What follows belongs to an exercise in optimizing a design on an open flow for small area and a short achievable clock period; a production flow would make more cautious choices.
In this exercise RTL edits were held to simulation tests only and were not proved equivalent to the original.

==> trial 9: inputs <==
## fsm_multiplier
module fsm_multiplier (
    input wire clk,
    input wire k0,
    input wire k1,
    input wire [9:0] switches,
    output wire [6:0] disp0,
    output wire [6:0] disp1,
    output wire [6:0] disp2,
    output wire [6:0] disp3,
    output reg [9:0] leds
);
==> module dd_conv10, before the edit <==
module dd_conv10 (
    input  logic [9:0] x,
    output logic [11:0] m,    
    output logic [3:0] b      
);
    logic [2:0] m1; logic c2;
    dd_first u_m1 (.x0(x[7]), .x1(x[8]), .x2(x[9]), .n0(m1[0]), .n1(m1[1]), .n2(m1[2]), .c(c2));
    logic [2:0] m3; logic c4;
    dd_cell u_m3 (.b(x[6]), .m0(m1[0]), .m1(m1[1]), .m2(m1[2]), .n0(m3[0]), .n1(m3[1]), .n2(m3[2]), .c(c4));
    logic [2:0] m5; logic c6;
    dd_cell u_m5 (.b(x[5]), .m0(m3[0]), .m1(m3[1]), .m2(m3[2]), .n0(m5[0]), .n1(m5[1]), .n2(m5[2]), .c(c6));
    logic [2:0] m7; logic c8;
    dd_cell u_m7 (.b(x[4]), .m0(m5[0]), .m1(m5[1]), .m2(m5[2]), .n0(m7[0]), .n1(m7[1]), .n2(m7[2]), .c(c8));
    logic [2:0] m9; logic c10;
    dd_first u_m9 (.x0(c6), .x1(c4), .x2(c2), .n0(m9[0]), .n1(m9[1]), .n2(m9[2]), .c(c10));
    logic [2:0] m11; logic c12;
    dd_cell u_m11 (.b(x[3]), .m0(m7[0]), .m1(m7[1]), .m2(m7[2]), .n0(m11[0]), .n1(m11[1]), .n2(m11[2]), .c(c12));
    logic [2:0] m13; logic c14;
    dd_cell u_m13 (.b(c8), .m0(m9[0]), .m1(m9[1]), .m2(m9[2]), .n0(m13[0]), .n1(m13[1]), .n2(m13[2]), .c(c14));
    logic [2:0] m15; logic c16;
    dd_cell u_m15 (.b(x[2]), .m0(m11[0]), .m1(m11[1]), .m2(m11[2]), .n0(m15[0]), .n1(m15[1]), .n2(m15[2]), .c(c16));
    logic [2:0] m17; logic c18;
    dd_cell u_m17 (.b(c12), .m0(m13[0]), .m1(m13[1]), .m2(m13[2]), .n0(m17[0]), .n1(m17[1]), .n2(m17[2]), .c(c18));
    logic [2:0] m19; logic c20;
    dd_cell u_m19 (.b(x[1]), .m0(m15[0]), .m1(m15[1]), .m2(m15[2]), .n0(m19[0]), .n1(m19[1]), .n2(m19[2]), .c(c20));
    logic [2:0] m21; logic c22;
    dd_cell u_m21 (.b(c16), .m0(m17[0]), .m1(m17[1]), .m2(m17[2]), .n0(m21[0]), .n1(m21[1]), .n2(m21[2]), .c(c22));
    logic [2:0] m23; logic c24;
    dd_first u_m23 (.x0(c18), .x1(c14), .x2(c10), .n0(m23[0]), .n1(m23[1]), .n2(m23[2]), .c(c24));
    assign m[2:0] = m19;
    assign b[0] = x[0];
    assign m[5:3] = m21;
    assign b[1] = c20;
    assign m[8:6] = m23;
    assign b[2] = c22;
    assign m[11:9] = 3'b011;
    assign b[3] = c24;
endmodule
==> module fsm_multiplier, before the edit <==
module fsm_multiplier (
    input wire clk,
    input wire k0,
    input wire k1,
    input wire [9:0] switches,
    output wire [6:0] disp0,
    output wire [6:0] disp1,
    output wire [6:0] disp2,
    output wire [6:0] disp3,
    output reg [9:0] leds
);
    localparam logic [1:0] IDLE = 2'd0, FIRST_NUM = 2'd1, NEXT_NUM = 2'd2, ERROR = 2'd3;
    logic [1:0] pr_state;
    logic prev_k0, prev_k1, k0pressed, k1pressed;
    logic [15:0] num;
    wire is_idle  = ~pr_state[1] & ~pr_state[0];
    wire is_first = ~pr_state[1] &  pr_state[0];
    wire is_next  =  pr_state[1] & ~pr_state[0];
    wire is_err   =  pr_state[1] &  pr_state[0];
    wire [15:0] r = num;
    wire over = r[15] | r[14] | (r[13] & (r[12] | r[11] | (r[10] & r[9] & r[8] & (r[7] | r[6] | r[5] | r[4]))));
    wire [15:0] prod;
    mul16 u_mul (.a(num[9:0]), .one(is_idle), .b(switches), .p(prod));
    always_ff @(posedge clk) begin
        k0pressed <= prev_k0 & ~k0;
        k1pressed <= prev_k1 & ~k1;
        prev_k0 <= k0;
        prev_k1 <= k1;
        if (k1pressed)                          pr_state <= IDLE;
        else if (is_idle & k0pressed)           pr_state <= FIRST_NUM;
        else if (is_first & k0pressed)          pr_state <= NEXT_NUM;
        else if (is_next & over)                pr_state <= ERROR;
        if (is_idle | (is_first & k0pressed)) num <= prod;
    end
    wire idle_or_err;
    xnor_cell u_led0 (.a(pr_state[1]), .b(pr_state[0]), .y(idle_or_err));
    always_comb begin
        leds[0] = idle_or_err;
        leds[1] = pr_state[0];
        leds[2] = pr_state[1];
        leds[9:3] = {7{is_err}};
    end
    wire [11:0] m_sw, m_pr;
    wire [3:0]  b_sw, b_pr;
    dd_conv10 u_dsw (.x(switches), .m(m_sw), .b(b_sw));
    dd_conv16 u_dpr (.x(num), .m(m_pr), .b(b_pr));
    wire [11:0] m_swx = {3'b011, m_sw[8:0]};
    wire [11:0] m = is_err ? {4{3'b011}} : (is_next ? m_pr : m_swx);
    wire [3:0]  b = is_err ? 4'b0000 : (is_next ? b_pr : b_sw);
    seven_seg_display_driver hex0 (.b(b[0]), .m0(m[0]),  .m1(m[1]),  .m2(m[2]),  .s0(disp0[0]), .s1(disp0[1]), .s2(disp0[2]), .s3(disp0[3]), .s4(disp0[4]), .s5(disp0[5]), .s6(disp0[6]));
    seven_seg_display_driver hex1 (.b(b[1]), .m0(m[3]),  .m1(m[4]),  .m2(m[5]),  .s0(disp1[0]), .s1(disp1[1]), .s2(disp1[2]), .s3(disp1[3]), .s4(disp1[4]), .s5(disp1[5]), .s6(disp1[6]));
    seven_seg_display_driver hex2 (.b(b[2]), .m0(m[6]),  .m1(m[7]),  .m2(m[8]),  .s0(disp2[0]), .s1(disp2[1]), .s2(disp2[2]), .s3(disp2[3]), .s4(disp2[4]), .s5(disp2[5]), .s6(disp2[6]));
    seven_seg_display_driver hex3 (.b(b[3]), .m0(m[9]),  .m1(m[10]), .m2(m[11]), .s0(disp3[0]), .s1(disp3[1]), .s2(disp3[2]), .s3(disp3[3]), .s4(disp3[4]), .s5(disp3[5]), .s6(disp3[6]));
endmodule
export LEC_CHECK = 0
export CAP_MARGIN = 20
export CORE_MARGIN = 2
export CORE_UTILIZATION = 65
export SLEW_MARGIN = 20
export SYNTH_HIERARCHICAL = 1
create_clock -name core_clock -period 22.0 [get_ports {clk}]
standard.sh (not shown) runs the stock make flow with config.mk's settings and CLKGATE_MAP_FILE= SYNTH_SCRIPT=/design/flow/synth_recipe.tcl, a recipe that flattens the netlist after the stock synthesis.
==> flow/flow/run.sh <==
#!/bin/bash
set -euo pipefail
export BUFFER_PORTS_ARGS="-buffer_cell sky130_fd_sc_hd__buf_2"
export SETUP_SLACK_MARGIN=9.5
bash standard.sh > standard.log 2>&1
==> inputs of build 78, as changes to trial 9 <==
==> flow/flow/run.sh (replaced) <==
#!/bin/bash
set -euo pipefail
export BUFFER_PORTS_ARGS="-buffer_cell sky130_fd_sc_hd__buf_2"
export SETUP_SLACK_MARGIN=10.5
bash standard.sh > standard.log 2>&1
==> inputs of build 20, as changes to trial 9 <==
--- a/flow/design.v
+++ b/flow/design.v
@@ -66,40 +66,2 @@
 endmodule
-module dd_conv10 (
-    input  logic [9:0] x,
-    output logic [11:0] m,    
-    output logic [3:0] b      
-);
-    logic [2:0] m1; logic c2;
-    dd_first u_m1 (.x0(x[7]), .x1(x[8]), .x2(x[9]), .n0(m1[0]), .n1(m1[1]), .n2(m1[2]), .c(c2));
-    logic [2:0] m3; logic c4;
-    dd_cell u_m3 (.b(x[6]), .m0(m1[0]), .m1(m1[1]), .m2(m1[2]), .n0(m3[0]), .n1(m3[1]), .n2(m3[2]), .c(c4));
-    logic [2:0] m5; logic c6;
-    dd_cell u_m5 (.b(x[5]), .m0(m3[0]), .m1(m3[1]), .m2(m3[2]), .n0(m5[0]), .n1(m5[1]), .n2(m5[2]), .c(c6));
-    logic [2:0] m7; logic c8;
-    dd_cell u_m7 (.b(x[4]), .m0(m5[0]), .m1(m5[1]), .m2(m5[2]), .n0(m7[0]), .n1(m7[1]), .n2(m7[2]), .c(c8));
-    logic [2:0] m9; logic c10;
-    dd_first u_m9 (.x0(c6), .x1(c4), .x2(c2), .n0(m9[0]), .n1(m9[1]), .n2(m9[2]), .c(c10));
-    logic [2:0] m11; logic c12;
-    dd_cell u_m11 (.b(x[3]), .m0(m7[0]), .m1(m7[1]), .m2(m7[2]), .n0(m11[0]), .n1(m11[1]), .n2(m11[2]), .c(c12));
-    logic [2:0] m13; logic c14;
-    dd_cell u_m13 (.b(c8), .m0(m9[0]), .m1(m9[1]), .m2(m9[2]), .n0(m13[0]), .n1(m13[1]), .n2(m13[2]), .c(c14));
-    logic [2:0] m15; logic c16;
-    dd_cell u_m15 (.b(x[2]), .m0(m11[0]), .m1(m11[1]), .m2(m11[2]), .n0(m15[0]), .n1(m15[1]), .n2(m15[2]), .c(c16));
-    logic [2:0] m17; logic c18;
-    dd_cell u_m17 (.b(c12), .m0(m13[0]), .m1(m13[1]), .m2(m13[2]), .n0(m17[0]), .n1(m17[1]), .n2(m17[2]), .c(c18));
-    logic [2:0] m19; logic c20;
-    dd_cell u_m19 (.b(x[1]), .m0(m15[0]), .m1(m15[1]), .m2(m15[2]), .n0(m19[0]), .n1(m19[1]), .n2(m19[2]), .c(c20));
-    logic [2:0] m21; logic c22;
-    dd_cell u_m21 (.b(c16), .m0(m17[0]), .m1(m17[1]), .m2(m17[2]), .n0(m21[0]), .n1(m21[1]), .n2(m21[2]), .c(c22));
-    logic [2:0] m23; logic c24;
-    dd_first u_m23 (.x0(c18), .x1(c14), .x2(c10), .n0(m23[0]), .n1(m23[1]), .n2(m23[2]), .c(c24));
-    assign m[2:0] = m19;
-    assign b[0] = x[0];
-    assign m[5:3] = m21;
-    assign b[1] = c20;
-    assign m[8:6] = m23;
-    assign b[2] = c22;
-    assign m[11:9] = 3'b011;
-    assign b[3] = c24;
-endmodule
 module dd_conv16 (
@@ -510,9 +472,7 @@
     end
-    wire [11:0] m_sw, m_pr;
-    wire [3:0]  b_sw, b_pr;
-    dd_conv10 u_dsw (.x(switches), .m(m_sw), .b(b_sw));
-    dd_conv16 u_dpr (.x(num), .m(m_pr), .b(b_pr));
-    wire [11:0] m_swx = {3'b011, m_sw[8:0]};
-    wire [11:0] m = is_err ? {4{3'b011}} : (is_next ? m_pr : m_swx);
-    wire [3:0]  b = is_err ? 4'b0000 : (is_next ? b_pr : b_sw);
+    wire sel_sw = ~pr_state[1];
+    wire [15:0] x = ({16{is_next}} & num) | {6'd0, {10{sel_sw}} & switches};
+    wire [11:0] m;
+    wire [3:0]  b;
+    dd_conv16 u_dd (.x(x), .m(m), .b(b));
     seven_seg_display_driver hex0 (.b(b[0]), .m0(m[0]),  .m1(m[1]),  .m2(m[2]),  .s0(disp0[0]), .s1(disp0[1]), .s2(disp0[2]), .s3(disp0[3]), .s4(disp0[4]), .s5(disp0[5]), .s6(disp0[6]));
==> results.json <==
{
  "synthesis.area_um2": 5180,
  "grt_max_degree": 23,
  "status": "complete, no violations",
  "n_fill_cell": 562,
  "cp.depth": 24,
  "nonClkBufAreaFrac": 0.0786,
  "route.met3.wl_um": 758,
  "hold-path-endpoint": "k1pressed",
  "start_util": 0.670,
  "fin_nets": 874
}
That was build 78.
==> results.json <==
{
  "status": "complete, no violations",
  "grt_max_degree": 23,
  "synthesis.area_um2": 5180,
  "route.met3.wl_um": 467,
  "n_fill_cell": 671,
  "cp.depth": 21,
  "hold-path-endpoint": "pr_state[0]",
  "start_util": 0.670,
  "nonClkBufAreaFrac": 0.0479,
  "fin_nets": 852
}
That was trial 9.
==> results.json <==
{
  "status": "complete, no violations",
  "synthesis.area_um2": 4720,
  "start_util": 0.662,
  "grt_setup_unrepaired": "yes",
  "route.met3.wl_um": 321,
  "fin_nets": 771,
  "cp.depth": 33,
  "finalSetupTns_ps": 0,
  "n_fill_cell": 513,
  "io_buffers": 50,
  "hold-path-endpoint": "pr_state[0]"
}
That was build 20.

==> port drivers added, routing unchanged <==
How much do the figures lean on ideal ports? The routed layouts below were timed once more, with nothing changed but the port constraints.
Step 1 assumes that a clkbuf_16 drives the clock port and a buf_2 every other input.
Step 2, shift: input delay + t, output delay - t, t = (earliest + latest rising clock arrival at the registers) / 2. This alone moves slack from input paths to output paths.
a / b / c = no drivers / after step 1 / after step 2; a / b = the first two.
| run | t (ns) | setup WS [ns] | worst hold slack (ns) | clock arrival spread, ns | worst data-port slew with drivers (ns) |
|---|---|---|---|---|---|
| trial 9 | 0.301 | 10.000 / 9.982 / 9.982 | 0.432 / 0.432 / 0.432 | 0.008 / 0.008 | 0.04 |
| build 78 | 0.284 | 10.013 / 9.975 / 9.975 | 0.451 / 0.451 / 0.451 | 0.010 / 0.011 | 0.05 |
| build 20 | 0.293 | 9.355 / 9.287 / 9.287 | 0.434 / 0.434 / 0.434 | 0.008 / 0.007 | 0.07 |
After both steps setup and hold are still met in every run listed. The setup slack of build 20, which loses most, moves by -0.068 ns with the drivers and by -0.068 ns with both steps.
